What follows belongs to an exercise in optimizing a design on an open flow for small area; a production flow would make more cautious choices.
For this run, only the layout was checked, not whether the RTL still works.
Power figures rest on the tool's default switching activity, not on a simulated workload.

--- design.v ---
module CPU
  ( input             clk
  , input             rst
  , output     [15:0] addr
  , input      [ 7:0] data_in
  , output     [ 7:0] data_out
  , output            rd_enable
  , output            wr_enable
  , input      [7:0]  int_pending
  , output     [7:0]  int_clear
  );
  reg [7:0]  op;       
  reg [4:0]  st;       
  reg        cb;       
  reg        intr;     
  reg        halted;
  reg        ime;
  reg [7:0]  a, b, c, d, e, h, l, w, z;
  reg [15:0] sp, pc;
  reg        zf, nf, hf, cf;
  reg [4:0]  ipq;      
  wire [1:0] p  = op[5:4];
  wire [2:0] oy = op[5:3];
  wire [2:0] oz = op[2:0];
  wire       oq = op[3];
  wire       x0 = op[7:6] == 2'd0;
  wire       x1 = op[7:6] == 2'd1;
  wire       x2 = op[7:6] == 2'd2;
  wire       x3 = op[7:6] == 2'd3;
  wire       y6 = oy == 3'd6;
  wire       z6 = oz == 3'd6;
  wire cond = (op[4] ? cf : zf) == op[3];
  wire s1  = st == 5'd1;
  wire s2  = st == 5'd2;
  wire s3  = st == 5'd3;
  wire s4  = st == 5'd4;
  wire s5  = st == 5'd5;
  wire s6  = st == 5'd6;
  wire s7  = st == 5'd7;
  wire s8  = st == 5'd8;
  wire s9  = st == 5'd9;
  wire s10 = st == 5'd10;
  wire s11 = st == 5'd11;
  wire s13 = st == 5'd13;
  wire s14 = st == 5'd14;
  wire s15 = st == 5'd15;
  wire s17 = st == 5'd17;
  wire s18 = st == 5'd18;
  wire s19 = st == 5'd19;
  wire s21 = st == 5'd21;
  wire s23 = st == 5'd23;
  wire ex = !intr & !cb;
  wire cx = cb;
  wire i_nop     = ex & op == 8'h00;
  wire i_ld16    = ex & x0 & oz == 3'd1 & !oq;
  wire i_addhl   = ex & x0 & oz == 3'd1 & oq;
  wire i_ldrra   = ex & x0 & oz == 3'd2 & !oq & !op[5];
  wire i_ldia    = ex & x0 & oz == 3'd2 & !oq & op[5];
  wire i_ldarr   = ex & x0 & oz == 3'd2 & oq & !op[5];
  wire i_ldai    = ex & x0 & oz == 3'd2 & oq & op[5];
  wire i_incdec16= ex & x0 & oz == 3'd3;
  wire i_incdec8 = ex & x0 & oz[2:1] == 2'd2 & !y6;
  wire i_incdechl= ex & x0 & oz[2:1] == 2'd2 & y6;
  wire i_ld8i    = ex & x0 & oz == 3'd6 & !y6;
  wire i_ldhli   = ex & op == 8'h36;
  wire i_rota    = ex & x0 & oz == 3'd7 & !op[5];
  wire i_daa     = ex & op == 8'h27;
  wire i_cpl     = ex & op == 8'h2f;
  wire i_scf     = ex & op == 8'h37;
  wire i_ccf     = ex & op == 8'h3f;
  wire i_ldnsp   = ex & op == 8'h08;
  wire i_jr      = ex & op == 8'h18;
  wire i_jrcc    = ex & x0 & oz == 3'd0 & op[5];
  wire i_halt    = ex & op == 8'h76;
  wire i_ldrr    = ex & x1 & !y6 & !z6;
  wire i_ldrhl   = ex & x1 & z6 & !y6;
  wire i_ldhlr   = ex & x1 & y6 & !z6;
  wire i_alur    = ex & x2 & !z6;
  wire i_aluhl   = ex & x2 & z6;
  wire i_retcc   = ex & x3 & oz == 3'd0 & !op[5];
  wire i_ldhw    = ex & op == 8'he0;
  wire i_addsp   = ex & op == 8'he8;
  wire i_ldhr    = ex & op == 8'hf0;
  wire i_ldhlsp  = ex & op == 8'hf8;
  wire i_pop     = ex & x3 & oz == 3'd1 & !oq;
  wire i_ret     = ex & x3 & oz == 3'd1 & oq & !op[5];
  wire i_jphl    = ex & op == 8'he9;
  wire i_ldsphl  = ex & op == 8'hf9;
  wire i_jpcc    = ex & x3 & oz == 3'd2 & !op[5];
  wire i_ldca    = ex & op == 8'he2;
  wire i_ldnna   = ex & op == 8'hea;
  wire i_ldac    = ex & op == 8'hf2;
  wire i_ldann   = ex & op == 8'hfa;
  wire i_jp      = ex & op == 8'hc3;
  wire i_cbp     = ex & op == 8'hcb;
  wire i_diei    = ex & x3 & op[5:4] == 2'd3 & oz == 3'd3;
  wire i_callcc  = ex & x3 & oz == 3'd4 & !op[5];
  wire i_push    = ex & x3 & oz == 3'd5 & !oq;
  wire i_call    = ex & op == 8'hcd;
  wire i_alun    = ex & x3 & oz == 3'd6;
  wire i_rst     = ex & x3 & oz == 3'd7;
  wire i_bad     = ex & (op == 8'h10 | op == 8'hd3 | op == 8'hdb | op == 8'hdd |
                   op == 8'he3 | op == 8'he4 | op == 8'heb | op == 8'hec |
                   op == 8'hed | op == 8'hf4 | op == 8'hfc | op == 8'hfd);
  wire k_rot  = cx & x0;
  wire k_bit  = cx & x1;
  wire k_res  = cx & x2;
  wire k_set  = cx & x3;
  wire k_reg  = cx & !z6 & s7;           
  wire k_rhl  = cx & z6 & s9;            
  wire k_whl  = cx & z6 & !x1 & s13;     
  wire g_jp   = i_jp | i_jpcc;
  wire g_call = i_call | i_callcc;
  wire g_jr   = i_jr | i_jrcc;
  wire g_imm8 = i_ld8i | g_jr | i_alun | i_ldhw | i_ldhr | i_addsp |
                i_ldhlsp | i_cbp;
  wire g_imm16 = g_jp | g_call | i_ldnna | i_ldann | i_ldnsp;
  wire alu8   = (i_alur & s3) | ((i_aluhl | i_alun) & s5);
  wire incdec = (i_incdec8 & s3) | (i_incdechl & s5);
  wire fetch = !intr & s1;
  wire rd_c =
      fetch |
      (s5 & (i_ld16 | i_ldarr | i_ldai | i_incdechl | i_ldrhl | i_aluhl |
             i_pop | i_ret | i_ldac | g_imm8 | g_imm16)) |
      ((s6 | s7 | s10 | s11) & i_ld16) |
      (s7 & i_ldhli) |
      (s8 & g_jp) |
      (s9 & (i_ld16 | i_ldnsp | i_pop | i_ret | g_call | i_ldnna | i_ldann |
             i_ldhr)) |
      (s13 & i_ldann) |
      k_rhl;
  wire wr_c =
      (s5 & (i_ldrra | i_ldia | i_ldhlr | i_ldca)) |
      (s9 & (i_incdechl | i_ldhli | i_push | i_rst | i_ldhw)) |
      (s13 & (i_push | i_rst | i_ldnna | i_ldnsp)) |
      (s17 & (g_call | i_ldnsp)) |
      (s21 & g_call) |
      k_whl |
      (intr & (s14 | s18));
  wire sp_dec = ((s6 | s10) & (i_push | i_rst)) |
                ((s14 | s18) & g_call) |
                (intr & (s6 | s14));
  wire sp_inc = (s6 | s10) & (i_pop | i_ret);
  wire hl_step = s7 & (i_ldia | i_ldai);       
  wire rr_step = s6 & i_incdec16;              
  wire sp_rel  = s7 & (i_addsp | i_ldhlsp);    
  wire wz_inc  = s14 & i_ldnsp;
  wire pc_rel  = s11 & g_jr;                   
  wire pc_wz   = (s14 & (g_jp | i_ret)) | (s23 & g_call);
  wire pc_hl   = s3 & i_jphl;
  wire pc_vec  = (s14 & i_rst) | (intr & s19);
  wire sp_hl   = s6 & i_ldsphl;
  wire [4:0] st_n = st + 5'd1;
  wire n_pc, n_sp, n_hl, n_bc, n_de, n_wz, n_ffc, n_ffz, n_vec, n_kff, n_kz, n_cin;
  CPU_absel u_absel(.op(op), .st(st_n), .cb(cb), .intr(intr),
    .ab_pc(n_pc), .ab_sp(n_sp), .ab_hl(n_hl), .ab_bc(n_bc), .ab_de(n_de),
    .ab_wz(n_wz), .ab_ffc(n_ffc), .ab_ffz(n_ffz), .ab_vec(n_vec),
    .k_ff(n_kff), .k_z(n_kz), .cin16(n_cin));
  reg ab_pc, ab_sp, ab_hl, ab_bc, ab_de, ab_wz, ab_ffc, ab_ffz, ab_vec;
  reg k_ff, k_z, cin16;
  always @(posedge clk) begin
    ab_pc <= n_pc; ab_sp <= n_sp; ab_hl <= n_hl; ab_bc <= n_bc; ab_de <= n_de;
    ab_wz <= n_wz; ab_ffc <= n_ffc; ab_ffz <= n_ffz; ab_vec <= n_vec;
    k_ff <= n_kff; k_z <= n_kz; cin16 <= n_cin;
  end
  wire pc_inc = rd_c & ab_pc & !(i_ld16 & (s5 | s6 | s9 | s10));
  wire w16    = sp_dec | sp_inc | hl_step | rr_step | sp_rel | wz_inc | sp_hl;
  wire w16_hl = hl_step | (rr_step & p == 2'd2) | (sp_rel & i_ldhlsp);
  wire w16_bc = rr_step & p == 2'd0;
  wire w16_de = rr_step & p == 2'd1;
  wire w16_sp = sp_dec | sp_inc | (rr_step & p == 2'd3) | (sp_rel & i_addsp) |
                sp_hl;
  wire w16_wz = wz_inc;
  wire we_pc  = pc_inc | pc_rel | pc_wz | pc_hl | pc_vec;
  wire rs_oz  = (s3 & (i_ldrr | i_alur)) | (s5 & i_ldhlr) | k_reg;
  wire rs_oy  = s3 & i_incdec8;
  wire rs_a   = (s5 & (i_ldrra | i_ldia | i_ldca)) | (s9 & i_ldhw) |
                (s13 & i_ldnna) | (s3 & i_rota);
  wire rs_phi = (s7 & i_addhl) | (s9 & i_push);    
  wire rs_plo = (s4 & i_addhl) | (s13 & i_push);   
  wire [2:0] rs_idx = rs_oz ? oz : rs_oy ? oy : rs_a ? 3'd7 :
                      {p, rs_plo};
  wire rs_en  = rs_oz | rs_oy | rs_a | ((rs_phi | rs_plo) & p != 2'd3);
  wire rs_p3  = (rs_phi | rs_plo) & p == 2'd3;
  wire rb_b = rs_en & rs_idx == 3'd0;
  wire rb_c = rs_en & rs_idx == 3'd1;
  wire rb_d = rs_en & rs_idx == 3'd2;
  wire rb_e = rs_en & rs_idx == 3'd3;
  wire rb_h = rs_en & rs_idx == 3'd4;
  wire rb_l = rs_en & rs_idx == 3'd5;
  wire rb_a = (rs_en & rs_idx == 3'd7) | (rs_p3 & rs_phi & i_push);
  wire rb_f   = rs_p3 & rs_plo & i_push;
  wire rb_sph = (rs_p3 & rs_phi & i_addhl) | (s17 & i_ldnsp);
  wire rb_spl = (rs_p3 & rs_plo & i_addhl) | (s13 & i_ldnsp);
  wire rb_pch = (s17 & g_call) | (s9 & i_rst) | (intr & s14);
  wire rb_pcl = (s21 & g_call) | (s13 & i_rst) | (intr & s18);
  wire rb_z   = (s9 & (i_incdechl | i_ldhli)) | k_whl;
  wire rb_din = rd_c;
  wire [7:0] rbus =
      ({8{rb_b}} & b) | ({8{rb_c}} & c) | ({8{rb_d}} & d) | ({8{rb_e}} & e) |
      ({8{rb_h}} & h) | ({8{rb_l}} & l) | ({8{rb_a}} & a) |
      ({8{rb_f}} & {zf, nf, hf, cf, 4'h0}) |
      ({8{rb_sph}} & sp[15:8]) | ({8{rb_spl}} & sp[7:0]) |
      ({8{rb_pch}} & pc[15:8]) | ({8{rb_pcl}} & pc[7:0]) |
      ({8{rb_z}} & z) | ({8{rb_din}} & data_in);
  wire        any_int = |ipq;
  wire [2:0]  iidx = ipq[0] ? 3'd0 : ipq[1] ? 3'd1 : ipq[2] ? 3'd2 :
                     ipq[3] ? 3'd3 : 3'd4;
  wire [7:0]  vec = intr ? (any_int ? {2'b01, iidx, 3'b000} : pc[7:0])
                         : {2'b00, oy, 3'b000};
  wire [15:0] abus =
      ({16{ab_pc}} & pc) | ({16{ab_sp}} & sp) |
      ({16{ab_hl}} & {h, l}) | ({16{ab_bc}} & {b, c}) |
      ({16{ab_de}} & {d, e}) | ({16{ab_wz}} & {w, z}) |
      ({16{ab_ffc}} & {8'hff, c}) | ({16{ab_ffz}} & {8'hff, z}) |
      ({16{ab_vec}} & {8'h00, vec});
  wire [7:0]  kk = ({8{k_z}} & z) | {8{k_ff}};
  wire [8:0]  cw;
  wire [15:0] u16;
  assign cw[0] = cin16;
  genvar gi;
  generate
    for (gi = 0; gi < 8; gi = gi + 1) begin : g_add16
      assign u16[gi] = abus[gi] ^ kk[gi] ^ cw[gi];
      assign cw[gi+1] = (abus[gi] & kk[gi]) | (abus[gi] & cw[gi]) |
                        (kk[gi] & cw[gi]);
    end
  endgenerate
  wire [7:0] ah = abus[15:8];
  wire [8:0] ic, dc;
  assign ic[0] = 1'b1;
  assign dc[0] = 1'b1;
  wire [7:0] ah_inc, ah_dec;
  generate
    for (gi = 0; gi < 8; gi = gi + 1) begin : g_incdec
      assign ah_inc[gi] = ah[gi] ^ ic[gi];
      assign ic[gi+1] = ah[gi] & ic[gi];
      assign ah_dec[gi] = ah[gi] ^ dc[gi];
      assign dc[gi+1] = !ah[gi] & dc[gi];
    end
  endgenerate
  wire hi_chg = kk[7] ^ cw[8];
  assign u16[15:8] = !hi_chg ? ah : (cw[8] ? ah_inc : ah_dec);
  wire c4w = cw[4];
  wire c8w = cw[8];
  wire a_arith = !oy[2] | (oy == 3'd7);
  wire a_sub   = (oy[2:1] == 2'd1) | (oy == 3'd7);
  wire x_a  = alu8 | (s3 & (i_daa | i_cpl));
  wire x_l  = s4 & i_addhl;
  wire x_h  = s7 & i_addhl;
  wire x_ff = incdec & op[0];
  wire x_m  = (k_rhl | k_reg) & (k_bit | k_set);
  wire x_nm = (k_rhl | k_reg) & k_res;
  wire [7:0] mask = 8'd1 << oy;
  wire [7:0] xop = ({8{x_a}} & a) | ({8{x_l}} & l) | ({8{x_h}} & h) |
                   (mask & {8{x_m}}) | (~mask & {8{x_nm}}) | {8{x_ff}};
  wire daa_lo = nf ? hf : (hf | (a[3:0] > 4'h9));
  wire daa_hi = nf ? cf : (cf | (a > 8'h99));
  wire [7:0] daa_k = nf ? {daa_lo | daa_hi, daa_lo & !daa_hi, daa_lo ^ daa_hi,
                           daa_lo, daa_lo, 1'b0, daa_lo, 1'b0}
                        : {1'b0, daa_hi, daa_hi, 1'b0, 1'b0, daa_lo, daa_lo, 1'b0};
  wire daa_s = s3 & i_daa;
  wire r_sum = (alu8 & a_arith) | incdec | x_l | x_h | daa_s;
  wire r_and = (alu8 & oy == 3'd4) | x_nm | ((k_rhl | k_reg) & k_bit);
  wire r_xor = (alu8 & oy == 3'd5) | (s3 & i_cpl);
  wire r_sh  = (s3 & i_rota) | ((k_rhl | k_reg) & k_rot);
  wire c_inv = (alu8 & a_sub) | (s3 & i_cpl);
  wire c_sub = (alu8 & a_sub) | (incdec & op[0]);
  wire adc_sbc = alu8 & oy[0] & !oy[2];
  wire cin_one = (alu8 & a_sub & !adc_sbc) | (incdec & !op[0]);
  wire cin_cf  = (adc_sbc & !a_sub) | x_h;
  wire cin_ncf = adc_sbc & a_sub;
  wire c_cin = cin_one | (cin_cf & cf) | (cin_ncf & !cf);
  wire [7:0] yop = (rbus | ({8{daa_s}} & daa_k)) ^ {8{c_inv}};
  wire [8:0] carry;
  wire [7:0] sum;
  assign carry[0] = c_cin;
  generate
    for (gi = 0; gi < 8; gi = gi + 1) begin : g_add8
      assign sum[gi] = xop[gi] ^ yop[gi] ^ carry[gi];
      assign carry[gi+1] = (xop[gi] & yop[gi]) | (xop[gi] & carry[gi]) |
                           (yop[gi] & carry[gi]);
    end
  endgenerate
  wire c4 = carry[4];
  wire c8 = carry[8];
  wire lin   = (oy == 3'd0 & rbus[7]) | (oy == 3'd2 & cf);
  wire rin   = (oy == 3'd1 & rbus[0]) | (oy == 3'd3 & cf) |
               (oy == 3'd5 & rbus[7]);
  wire sh_sw = r_sh & oy == 3'd6;
  wire sh_l  = r_sh & !oy[0] & !sh_sw;
  wire sh_r  = r_sh & oy[0];
  wire shc   = oy[0] ? rbus[0] : (rbus[7] & !sh_sw);
  wire r_or = !(r_sum | r_and | r_xor | r_sh);
  wire [7:0] res = ({8{r_sum}} & sum) | ({8{r_and | r_or}} & (xop & yop)) |
                   ({8{r_xor | r_or}} & (xop ^ yop)) |
                   ({8{sh_l}} & {rbus[6:0], lin}) |
                   ({8{sh_r}} & {rin, rbus[7:1]}) |
                   ({8{sh_sw}} & {rbus[3:0], rbus[7:4]});
  wire zres = ~|res;
  wire pop_af = s5 & i_pop & p == 2'd3;
  wire f_alu  = alu8 | incdec | x_l | x_h;         
  wire f_shift = r_sh;
  wire f_bit  = (k_rhl | k_reg) & k_bit;
  wire f_scf  = s3 & (i_scf | i_ccf);
  wire f_cpl  = s3 & i_cpl;
  wire we_zf = alu8 | incdec | f_shift | f_bit | daa_s | pop_af | sp_rel;
  wire we_nf = alu8 | incdec | x_l | x_h | f_shift | f_bit | f_scf | f_cpl |
               pop_af | sp_rel;
  wire we_hf = we_nf | daa_s;
  wire we_cf = alu8 | x_l | x_h | f_shift | daa_s | f_scf | pop_af | sp_rel;
  wire z_keep = !(s3 & i_rota) & !sp_rel & !pop_af;
  wire h_alu  = f_alu & !(alu8 & !a_arith);
  wire h_one  = (f_alu & alu8 & !a_arith & oy == 3'd4) | f_bit | f_cpl;
  wire c_alu  = (alu8 & a_arith) | x_l | x_h;
  wire c_set  = f_scf & i_scf;
  wire c_inv_f = f_scf & !i_scf;
  wire d_zf = (zres & z_keep) | (pop_af & data_in[7]);
  wire d_nf = c_sub | f_cpl | (pop_af & data_in[6]);
  wire d_hf = (h_alu & (c4 ^ c_sub)) | h_one | (pop_af & data_in[5]) |
              (sp_rel & c4w);
  wire d_cf = (c_alu & (c8 ^ c_sub)) |
              (f_shift & shc) | (daa_s & daa_hi) |
              c_set | (c_inv_f & !cf) | (pop_af & data_in[4]) |
              (sp_rel & c8w);
  wire wd_oy = (s5 & (i_ld8i | i_ldrhl)) | (s3 & (i_ldrr | i_incdec8));
  wire wd_oz = k_reg & !k_bit;
  wire wd_a  = (alu8 & oy != 3'd7) | (s3 & (i_daa | i_cpl | i_rota)) |
               (s5 & (i_ldarr | i_ldai | i_ldac)) | (s9 & i_ldhr) |
               (s13 & i_ldann);
  wire wd_plo = (s7 & i_ld16) | (s5 & i_pop);      
  wire wd_phi = (s11 & i_ld16) | (s9 & i_pop);     
  wire [2:0] wd_idx = wd_oy ? oy : wd_oz ? oz : wd_a ? 3'd7 : {p, wd_plo};
  wire wd_en = wd_oy | wd_oz | wd_a | ((wd_plo | wd_phi) & p != 2'd3);
  wire wd_p3 = (wd_plo | wd_phi) & p == 2'd3;
  wire we_b = (wd_en & wd_idx == 3'd0) | w16_bc;
  wire we_c = (wd_en & wd_idx == 3'd1) | w16_bc;
  wire we_d = (wd_en & wd_idx == 3'd2) | w16_de;
  wire we_e = (wd_en & wd_idx == 3'd3) | w16_de;
  wire we_h = (wd_en & wd_idx == 3'd4) | w16_hl | x_h;
  wire we_l = (wd_en & wd_idx == 3'd5) | w16_hl | x_l;
  wire we_a = (wd_en & wd_idx == 3'd7) | (wd_p3 & wd_phi & i_pop);
  wire we_sph = (wd_p3 & wd_phi & i_ld16) | w16_sp;
  wire we_spl = (wd_p3 & wd_plo & i_ld16) | w16_sp;
  wire we_z = (s5 & (g_jr | g_jp | g_call | i_ldhw | i_ldhr | i_ldnna |
                     i_ldann | i_ldnsp | i_addsp | i_ldhlsp | i_ret |
                     i_incdechl)) |
              (s7 & i_ldhli) | (k_rhl & !k_bit) | w16_wz;
  wire we_w = (s9 & (g_call | i_ldnna | i_ldann | i_ldnsp | i_ret)) |
              (s8 & g_jp) | w16_wz;
  wire [15:0] wb = w16 ? u16 : {res, res};
  assign addr      = abus;
  assign data_out  = rbus;
  assign rd_enable = rd_c;
  assign wr_enable = wr_c;
  wire   iclr = intr & s19 & any_int;
  assign int_clear = {3'b000, iclr & iidx == 3'd4, iclr & iidx == 3'd3,
                      iclr & iidx == 3'd2, iclr & iidx == 3'd1,
                      iclr & iidx == 3'd0};
  wire int_go = !intr && st == 5'd0 && ime && (|int_pending);
  wire c_end =
      (s3 & (i_nop | i_incdec8 | i_rota | i_daa | i_cpl | i_scf | i_ccf |
             i_ldrr | i_halt | i_alur | i_jphl | i_diei)) |
      (s7 & (i_ldrra | i_ldia | i_ldarr | i_ldai | i_incdec16 | i_addhl |
             i_ld8i | i_ldrhl | i_ldhlr | i_aluhl | i_ldca | i_ldac | i_alun |
             i_ldsphl | ((i_jrcc | i_retcc) & !cond))) |
      (s11 & (i_ld16 | i_incdechl | i_ldhli | g_jr | i_pop | i_ldhw | i_ldhr |
              i_ldhlsp | ((i_jpcc | i_callcc) & !cond))) |
      (s15 & (i_push | i_rst | i_ret | g_jp | i_ldnna | i_ldann | i_addsp)) |
      (s19 & (i_ldnsp | intr)) |
      (s23 & g_call) |
      (cx & ((!z6 & s7) | (z6 & x1 & s11) | (z6 & !x1 & s15)));
  wire c_jmp4 = s7 & i_retcc & cond;
  wire c_hold = s2 & i_bad;
  wire c_opld = fetch | (s5 & i_cbp);
  wire c_cbset = s5 & i_cbp;
  wire c_halt  = s3 & i_halt;
  wire c_di_ei = s3 & i_diei;
  wire c_reti  = s7 & i_ret & op[4];
  always @(posedge clk) begin
    ipq <= int_pending[4:0];
    if (rst) begin
      st <= 5'd0;
      cb <= 1'b0;
      intr <= 1'b0;
      halted <= 1'b0;
      ime <= 1'b0;
    end else begin
      if (halted && (|int_pending)) halted <= 1'b0;
      if (c_halt) halted <= 1'b1;
      if (int_go) ime <= 1'b0;
      else if (c_di_ei) ime <= op[3];
      else if (c_reti) ime <= 1'b1;
      if (st == 5'd0) begin
        if (int_go) begin
          intr <= 1'b1;
          st <= 5'd1;
        end else if (!halted) begin
          st <= 5'd1;
        end
      end else if (c_end) begin
        st <= 5'd0;
        cb <= 1'b0;
        intr <= 1'b0;
      end else if (c_jmp4) begin
        st <= 5'd4;
      end else if (!c_hold) begin
        st <= st + 5'd1;
      end
      if (c_cbset) cb <= 1'b1;
    end
  end
  always @(posedge clk) begin
    if (c_opld) op <= data_in;
    else if (c_jmp4) op <= (op | 8'h09) & 8'hef;
  end
  always @(posedge clk) begin
    if (rst) begin
      a <= 8'h00; b <= 8'h00; c <= 8'h00; d <= 8'h00;
      e <= 8'h00; h <= 8'h00; l <= 8'h00;
      sp <= 16'h0000; pc <= 16'h0000;
      zf <= 1'b0; nf <= 1'b0; hf <= 1'b0; cf <= 1'b0;
    end else begin
      if (we_a) a <= res;
      if (we_b) b <= wb[15:8];
      if (we_c) c <= wb[7:0];
      if (we_d) d <= wb[15:8];
      if (we_e) e <= wb[7:0];
      if (we_h) h <= wb[15:8];
      if (we_l) l <= wb[7:0];
      if (we_sph) sp[15:8] <= wb[15:8];
      if (we_spl) sp[7:0] <= wb[7:0];
      if (we_pc) pc <= u16;
      if (we_zf) zf <= d_zf;
      if (we_nf) nf <= d_nf;
      if (we_hf) hf <= d_hf;
      if (we_cf) cf <= d_cf;
    end
  end
  always @(posedge clk) begin
    if (we_w) w <= wb[15:8];
    if (we_z) z <= wb[7:0];
  end
endmodule
module CPU_absel
  ( input  [7:0] op
  , input  [4:0] st
  , input        cb
  , input        intr
  , output       ab_pc, ab_sp, ab_hl, ab_bc, ab_de, ab_wz, ab_ffc, ab_ffz,
                 ab_vec
  , output       k_ff, k_z, cin16
  );
  wire [1:0] p  = op[5:4];
  wire [2:0] oy = op[5:3];
  wire [2:0] oz = op[2:0];
  wire       oq = op[3];
  wire       x0 = op[7:6] == 2'd0;
  wire       x1 = op[7:6] == 2'd1;
  wire       x2 = op[7:6] == 2'd2;
  wire       x3 = op[7:6] == 2'd3;
  wire       y6 = oy == 3'd6;
  wire       z6 = oz == 3'd6;
  wire s1  = st == 5'd1;
  wire s2  = st == 5'd2;
  wire s3  = st == 5'd3;
  wire s4  = st == 5'd4;
  wire s5  = st == 5'd5;
  wire s6  = st == 5'd6;
  wire s7  = st == 5'd7;
  wire s8  = st == 5'd8;
  wire s9  = st == 5'd9;
  wire s10 = st == 5'd10;
  wire s11 = st == 5'd11;
  wire s13 = st == 5'd13;
  wire s14 = st == 5'd14;
  wire s15 = st == 5'd15;
  wire s17 = st == 5'd17;
  wire s18 = st == 5'd18;
  wire s19 = st == 5'd19;
  wire s21 = st == 5'd21;
  wire s23 = st == 5'd23;
  wire ex = !intr & !cb;
  wire cx = cb;
  wire i_nop     = ex & op == 8'h00;
  wire i_ld16    = ex & x0 & oz == 3'd1 & !oq;
  wire i_addhl   = ex & x0 & oz == 3'd1 & oq;
  wire i_ldrra   = ex & x0 & oz == 3'd2 & !oq & !op[5];
  wire i_ldia    = ex & x0 & oz == 3'd2 & !oq & op[5];
  wire i_ldarr   = ex & x0 & oz == 3'd2 & oq & !op[5];
  wire i_ldai    = ex & x0 & oz == 3'd2 & oq & op[5];
  wire i_incdec16= ex & x0 & oz == 3'd3;
  wire i_incdec8 = ex & x0 & oz[2:1] == 2'd2 & !y6;
  wire i_incdechl= ex & x0 & oz[2:1] == 2'd2 & y6;
  wire i_ld8i    = ex & x0 & oz == 3'd6 & !y6;
  wire i_ldhli   = ex & op == 8'h36;
  wire i_rota    = ex & x0 & oz == 3'd7 & !op[5];
  wire i_daa     = ex & op == 8'h27;
  wire i_cpl     = ex & op == 8'h2f;
  wire i_scf     = ex & op == 8'h37;
  wire i_ccf     = ex & op == 8'h3f;
  wire i_ldnsp   = ex & op == 8'h08;
  wire i_jr      = ex & op == 8'h18;
  wire i_jrcc    = ex & x0 & oz == 3'd0 & op[5];
  wire i_halt    = ex & op == 8'h76;
  wire i_ldrr    = ex & x1 & !y6 & !z6;
  wire i_ldrhl   = ex & x1 & z6 & !y6;
  wire i_ldhlr   = ex & x1 & y6 & !z6;
  wire i_alur    = ex & x2 & !z6;
  wire i_aluhl   = ex & x2 & z6;
  wire i_retcc   = ex & x3 & oz == 3'd0 & !op[5];
  wire i_ldhw    = ex & op == 8'he0;
  wire i_addsp   = ex & op == 8'he8;
  wire i_ldhr    = ex & op == 8'hf0;
  wire i_ldhlsp  = ex & op == 8'hf8;
  wire i_pop     = ex & x3 & oz == 3'd1 & !oq;
  wire i_ret     = ex & x3 & oz == 3'd1 & oq & !op[5];
  wire i_jphl    = ex & op == 8'he9;
  wire i_ldsphl  = ex & op == 8'hf9;
  wire i_jpcc    = ex & x3 & oz == 3'd2 & !op[5];
  wire i_ldca    = ex & op == 8'he2;
  wire i_ldnna   = ex & op == 8'hea;
  wire i_ldac    = ex & op == 8'hf2;
  wire i_ldann   = ex & op == 8'hfa;
  wire i_jp      = ex & op == 8'hc3;
  wire i_cbp     = ex & op == 8'hcb;
  wire i_diei    = ex & x3 & op[5:4] == 2'd3 & oz == 3'd3;
  wire i_callcc  = ex & x3 & oz == 3'd4 & !op[5];
  wire i_push    = ex & x3 & oz == 3'd5 & !oq;
  wire i_call    = ex & op == 8'hcd;
  wire i_alun    = ex & x3 & oz == 3'd6;
  wire i_rst     = ex & x3 & oz == 3'd7;
  wire i_bad     = ex & (op == 8'h10 | op == 8'hd3 | op == 8'hdb | op == 8'hdd |
                   op == 8'he3 | op == 8'he4 | op == 8'heb | op == 8'hec |
                   op == 8'hed | op == 8'hf4 | op == 8'hfc | op == 8'hfd);
  wire k_rot  = cx & x0;
  wire k_bit  = cx & x1;
  wire k_res  = cx & x2;
  wire k_set  = cx & x3;
  wire k_reg  = cx & !z6 & s7;           
  wire k_rhl  = cx & z6 & s9;            
  wire k_whl  = cx & z6 & !x1 & s13;     
  wire g_jp   = i_jp | i_jpcc;
  wire g_call = i_call | i_callcc;
  wire g_jr   = i_jr | i_jrcc;
  wire g_imm8 = i_ld8i | g_jr | i_alun | i_ldhw | i_ldhr | i_addsp |
                i_ldhlsp | i_cbp;
  wire g_imm16 = g_jp | g_call | i_ldnna | i_ldann | i_ldnsp;
  wire alu8   = (i_alur & s3) | ((i_aluhl | i_alun) & s5);
  wire incdec = (i_incdec8 & s3) | (i_incdechl & s5);
  wire sp_dec = ((s6 | s10) & (i_push | i_rst)) |
                ((s14 | s18) & g_call) |
                (intr & (s6 | s14));
  wire sp_inc = (s6 | s10) & (i_pop | i_ret);
  wire hl_step = s7 & (i_ldia | i_ldai);       
  wire rr_step = s6 & i_incdec16;              
  wire sp_rel  = s7 & (i_addsp | i_ldhlsp);    
  wire wz_inc  = s14 & i_ldnsp;
  wire pc_rel  = s11 & g_jr;                   
  wire pc_wz   = (s14 & (g_jp | i_ret)) | (s23 & g_call);
  wire pc_hl   = s3 & i_jphl;
  wire pc_vec  = (s14 & i_rst) | (intr & s19);
  wire sp_hl   = s6 & i_ldsphl;
  assign ab_sp = ((s5 | s9) & (i_pop | i_ret)) | ((s9 | s13) & (i_push | i_rst)) |
                ((s17 | s21) & g_call) | (intr & (s14 | s18)) |
                sp_dec | sp_inc | sp_rel | (rr_step & p == 2'd3);
  assign ab_hl = (s5 & (i_ldai | i_incdechl | i_ldrhl | i_aluhl | i_ldia |
                       i_ldhlr)) |
                (s9 & (i_incdechl | i_ldhli)) |
                k_rhl | k_whl | hl_step | pc_hl | sp_hl |
                (rr_step & p == 2'd2);
  assign ab_bc = (s5 & (i_ldrra | i_ldarr) & !op[4]) | (rr_step & p == 2'd0);
  assign ab_de = (s5 & (i_ldrra | i_ldarr) & op[4]) | (rr_step & p == 2'd1);
  assign ab_wz = (s13 & (i_ldnna | i_ldann | i_ldnsp)) | wz_inc |
                (s17 & i_ldnsp) | pc_wz;
  assign ab_ffc = s5 & (i_ldca | i_ldac);
  assign ab_ffz = s9 & (i_ldhw | i_ldhr);
  assign ab_pc = !(ab_sp | ab_hl | ab_bc | ab_de | ab_wz | ab_ffc |
                  ab_ffz | ab_vec);
  wire u_pass = pc_wz | pc_hl | pc_vec | sp_hl;
  wire u_dec  = sp_dec | (hl_step & op[4]) | (rr_step & op[3]);
  assign k_ff = u_dec | u_pass;
  assign k_z = sp_rel | pc_rel;
  assign cin16 = !(u_dec | k_z);
  assign ab_vec = pc_vec;
endmodule
--- flow/run.sh ---
#!/bin/bash
# Own layout flow: the standard ORFS flow with two changes.
#  - Synthesis maps the logic with an area-oriented ABC script
#    (flow/abc_area.script) instead of ORFS's delay-oriented one. Registers
#    are mapped before ABC runs, so they come out as in the standard synthesis.
#  - Clock tree synthesis uses clkbuf_8 buffers and no dummy loads.
# Each tool writes its log under orfs/logs; make's own output goes to
# own_flow.log in the work folder.
set -euo pipefail
W=$(pwd)
F=$W/flow
{
  echo "proc abc {args} {"
  echo "  set i [lsearch -exact \$args -script]"
  echo "  if {\$i >= 0} { lset args [expr {\$i + 1}] $F/abc_area.script }"
  echo "  yosys abc {*}\$args"
  echo "}"
  cat "$W/synth_recipe.tcl"
} > "$W/own_synth.tcl"
sed "s|SYNTH_SCRIPT=[^ ]*|SYNTH_SCRIPT=$W/own_synth.tcl|" "$W/standard.sh" > "$W/own_standard.sh"
grep -q "SYNTH_SCRIPT=$W/own_synth.tcl" "$W/own_standard.sh"
export CTS_ARGS="-sink_clustering_enable -repair_clock_nets -dont_use_dummy_load -buf_list sky130_fd_sc_hd__clkbuf_8"
bash "$W/own_standard.sh" finish > "$W/own_flow.log" 2>&1
--- flow/abc_area.script ---
&get -n
&st
&dch -f
&nf -R 1000
&st
&dch -f
&nf -R 1000
&put
topo
stime -c
--- standard.sh ---
#!/bin/bash
# synth_recipe.tcl (not shown) runs the flow's synth.tcl, then flattens the netlist and writes it again
# the make line also repeats each setting of config.mk as NAME=value (left out here)
make -C /OpenROAD-flow-scripts/flow DESIGN_CONFIG=/design/flow/config.mk WORK_HOME=/design/flow/orfs CLKGATE_MAP_FILE= SYNTH_SCRIPT=/design/flow/synth_recipe.tcl "${@:-finish}"
--- config.mk ---
export PLATFORM = sky130hd
export DESIGN_NAME = CPU
export DESIGN_NICKNAME = CPU
export VERILOG_FILES = /design/flow/design.v
export SDC_FILE = /design/flow/constraint.sdc
export NUM_CORES = 8
export LEC_CHECK = 0
export CAP_MARGIN = 20
export CORE_MARGIN = 2
export CORE_UTILIZATION = 30
export SLEW_MARGIN = 20
--- constraint.sdc ---
create_clock -name core_clock -period 10.0 [get_ports {clk}]
set_input_delay 2.0000 -clock core_clock [delete_from_list [all_inputs] [get_ports {clk}]]
set_output_delay 2.0000 -clock core_clock [all_outputs]
set_load 0.01 [all_outputs]
==> metrics.md <==
| Metric | Value |
|---|---|
| Status | `no timing/DRC/antenna violations` |
| Avg Vias per Cell | `6.486` |
| Met2 routed WL | `20930 µm` |
| Overall routed net length | `47410 µm` |
| Most common cell after layout, fill and taps aside | `nor2_1` |
| Clock buffer depth | `2` |
| Period Utilization, post-route | `0.9297` |
| WHS | `0.5236 ns` |
| Die area | `33430 µm²` |
| Syn Inst Count | `1258` |
| Startpoint types | `flop` |
| Via count | `11440` |
| EDFF count, synth | `24` |
| Finished Layout Cells | `1763` |
| Worst path required time | `10.20 ns` |
| Fill count | `3379` |
| Most frequent cells in the layout | `nor2_1, nand2_1, dfxtp_1` |
| CP arrival | `9.49 ns` |
| Drt wl/cell | `26.89 µm` |
| Cell mode on critical path | `fa_1` |
| Post-synthesis async set-or-reset flop share | `0` |
| Worst min-delay path class | `flop to flop` |
| Maximum fanout along the worst path | `11` |
| Syn_area_per_cell | `7.627 µm²` |
| Remaining antenna violation count | `0` |
| Starting Density | `0.3040` |
| CTS Hold Bufs | `0` |
| Max IR drop VDD | `91.94 µV` |
| Max Clk Rate | `107.6 MHz` |
| Vert. Die Dim | `182.8 µm` |
| # DRC | `0` |
| Top Layer Used | `met4` |
| Warnings, synthesis | `1` |
| Unique masters post-synth | `56` |
| Cell Pwr Density | `107.2 nW/µm²` |
| Final Total Pwr | `0.001194 W` |
| Setup TNS | `0 ns` |
| Core area | `31560 µm²` |
| DPL Wire Length | `36150 µm` |
| Syn-to-layout area delta | `16.03%` |
| Crit-path slowest cell | `nor3_1` |
| Nets | `1408` |
| Setup crit end kind | `flop` |
| CTS Buf Count | `17` |
| Vias in the first global route | `10700` |
| Worst-skew pair later-pin latency | `0.48 ns` |
| Root buffer cell | `clkbuf_8` |
| Syn Std Cell Area | `9594 µm²` |
| GRT Overall Usage | `0.2817` |
| Congestion Overflow GR | `0` |
| Most used DFF post-synth | `dfxtp_1` |
| Metal3 WL | `5043 µm` |
| Post-Place Cells | `1743` |
| Port Buffer Count | `48` |
| Endpoints failing hold | `0` |
| Final Setup Violations | `0` |
| Initial DRC count | `1851` |
| Max-capacitance violation count | `0` |
| Critical path type | `flop to flop` |
| Largest net degree at the start of global routing | `85` |
| Clk sink count | `142` |
| Antenna violations before repair | `1` |
| RSZ-0062 raised after global routing | `false` |
| Sequential area share after synthesis | `0.3213` |
| Clock slew at reported path FFs | `0.07 ns` |
| Buffer count from post-CTS setup fixing | `0` |
| Fin. max-slew vios | `0` |
| Wire length on met1 | `19530 µm` |
| Final GP Congestion | `1.039` |
| Worst-margin pin slew | `1.084 ns` |
| Die width | `182.8 µm` |
| Core Util, Final | `0.3528` |
| Share of post-route cells with drive strength above 1 | `0.04418` |
| Final clock skew | `0.03720 ns` |
| Register bit total from synthesis | `142` |
| Rows | `65` |
| CTS tree | `done` |
| Slowest Stage Delay on Critical Path | `0.69 ns` |
| DR pass1 iterations | `8` |
| P_leak | `3.718 nW` |
| First-pass GRT wire length | `70600 µm` |
| Slew margin rel. | `0.2726` |
| # IOs | `52` |
| Total number of H-tree levels | `4` |
| Minimum clock period | `9.297 ns` |
| Cts repair resizes | `0` |
==> cells in the mapped netlist (15+ instances only) <==
cell type    n  share of area
nor2b_1     19          0.012
and3_1      16          0.010
clkinv_1    72          0.028
ha_1        15          0.020
fa_1        15          0.031
a21oi_1     80          0.042
nand3_1     55          0.029
dfxtp_1    118           0.25
o21ai_0     48          0.025
nand2_1    149          0.058
a222oi_1    30          0.031
nor3_1      48          0.025
a221oi_1    26          0.024
a22oi_1     34          0.027
edfxtp_1    24          0.075
nor4_1      18          0.012
nor2_1     212          0.083
nand4_1     21          0.014
a211oi_1    76          0.059
==> flip-flops by register name, summed over array words and instances (netlist names), 5 cells and up <==
register	count
st	5
c	8
w	8
h	8
a	8
b	8
z	8
d	8
ipq	5
sp	16
e	8
pc	16
l	8
op	8
==> power breakdown <==
part	switching [W]	internal [W]	total, W	leakage, nW
Combinational	0.000156	0.0000657	0.000222	2.42
Sequential	0.0000229	0.000591	0.000614	1.18
Clock	0.000208	0.000150	0.000358	0.122
==> worst paths after layout <==
| check | start | cells past startpoint | slack [ns] | to |
|---|---|---|---|---|
| max | op[0] | 29 | 0.70 | z[7] |
| min | halted | 2 | 0.52 | halted |
| max reg2reg | op[0] | 29 | 0.70 | z[7] |
| min reg2reg | halted | 2 | 0.52 | halted |
==> through the flow <==
step | setup WS, ns | instance area (µm²)
finish | 0.7033 | 11130
detailed placement | 1.093 | 10890
global placement | 1.152 | 10860
CTS | 1.040 | 11120
global route | 0.3842 | 11120
floorplan | 2.318 | 9602
==> layout make-up <==
class / count / area (µm²) / area share
Timing Repair Buffer: 84 / 748.2 / 0.06721
Multi-Input combinational cell: 1043 / 6286 / 0.5647
Inverter: 72 / 270.3 / 0.02428
Sequential cell: 142 / 3083 / 0.2769
Clock buffer: 17 / 234.0 / 0.02102
Tap cell: 402 / 503.0 / 0.04518
Antenna cell: 3 / 7.507 / 0.0006744
==> kinds of logic (layout without fill, tap and decap cells) <==
| family | Yosys count | after routing | synth area share |
|---|---|---|---|
| other cells | 1 | 6 | 0.0003909 |
| flops | 142 | 142 | 0.3213 |
| compound gates | 388 | 388 | 0.2851 |
| buf+inv | 75 | 173 | 0.03052 |
| simple gates | 587 | 587 | 0.2784 |
| xor+xnor | 24 | 24 | 0.02191 |
| fa+ha+maj | 30 | 30 | 0.05086 |
| mux | 11 | 11 | 0.01148 |
==> critical path, delay by kind of cell (launching register included) <==
family	cells	cell delay [ns]
simple gates	8	2.44
buf+inv	5	0.78
compound gates	8	2.40
flops	1	0.68
fa+ha+maj	7	2.35
xor+xnor	1	0.38
==> per-layer routing <==
| layer | vias up | track usage |
|---|---|---|
| li1 | 4980 | - |
| met1 | 5500 | 0.3830 |
| met2 | 816 | 0.4388 |
| met3 | 139 | 0.05441 |
| met4 | 0 | 0.1155 |
| met5 | - | 0 |

## static timing again, ports no longer ideal
Ports are ideal in the flow. The routed layout listed here was re-timed in OpenROAD. Step 1 assumes that a clkbuf_16 drives the clock port and a buf_2 every other input. Step 2 also shifts input and output timing later by t, the mid clock arrival at the registers, as if the neighbouring blocks saw the same clock. Three values: ideal ports, drivers, drivers and shift; two values: the first two.
t, ns: 0.506
setup WS [ns]: 0.703 / 0.703 / 0.703
worst setup path after step 2: register to register
latest minus earliest clock arrival (ns): 0.037 / 0.037
After both steps this run still meets setup and hold. The setup slack of this run moves by 0.000 ns with the drivers and by 0.000 ns with both steps.
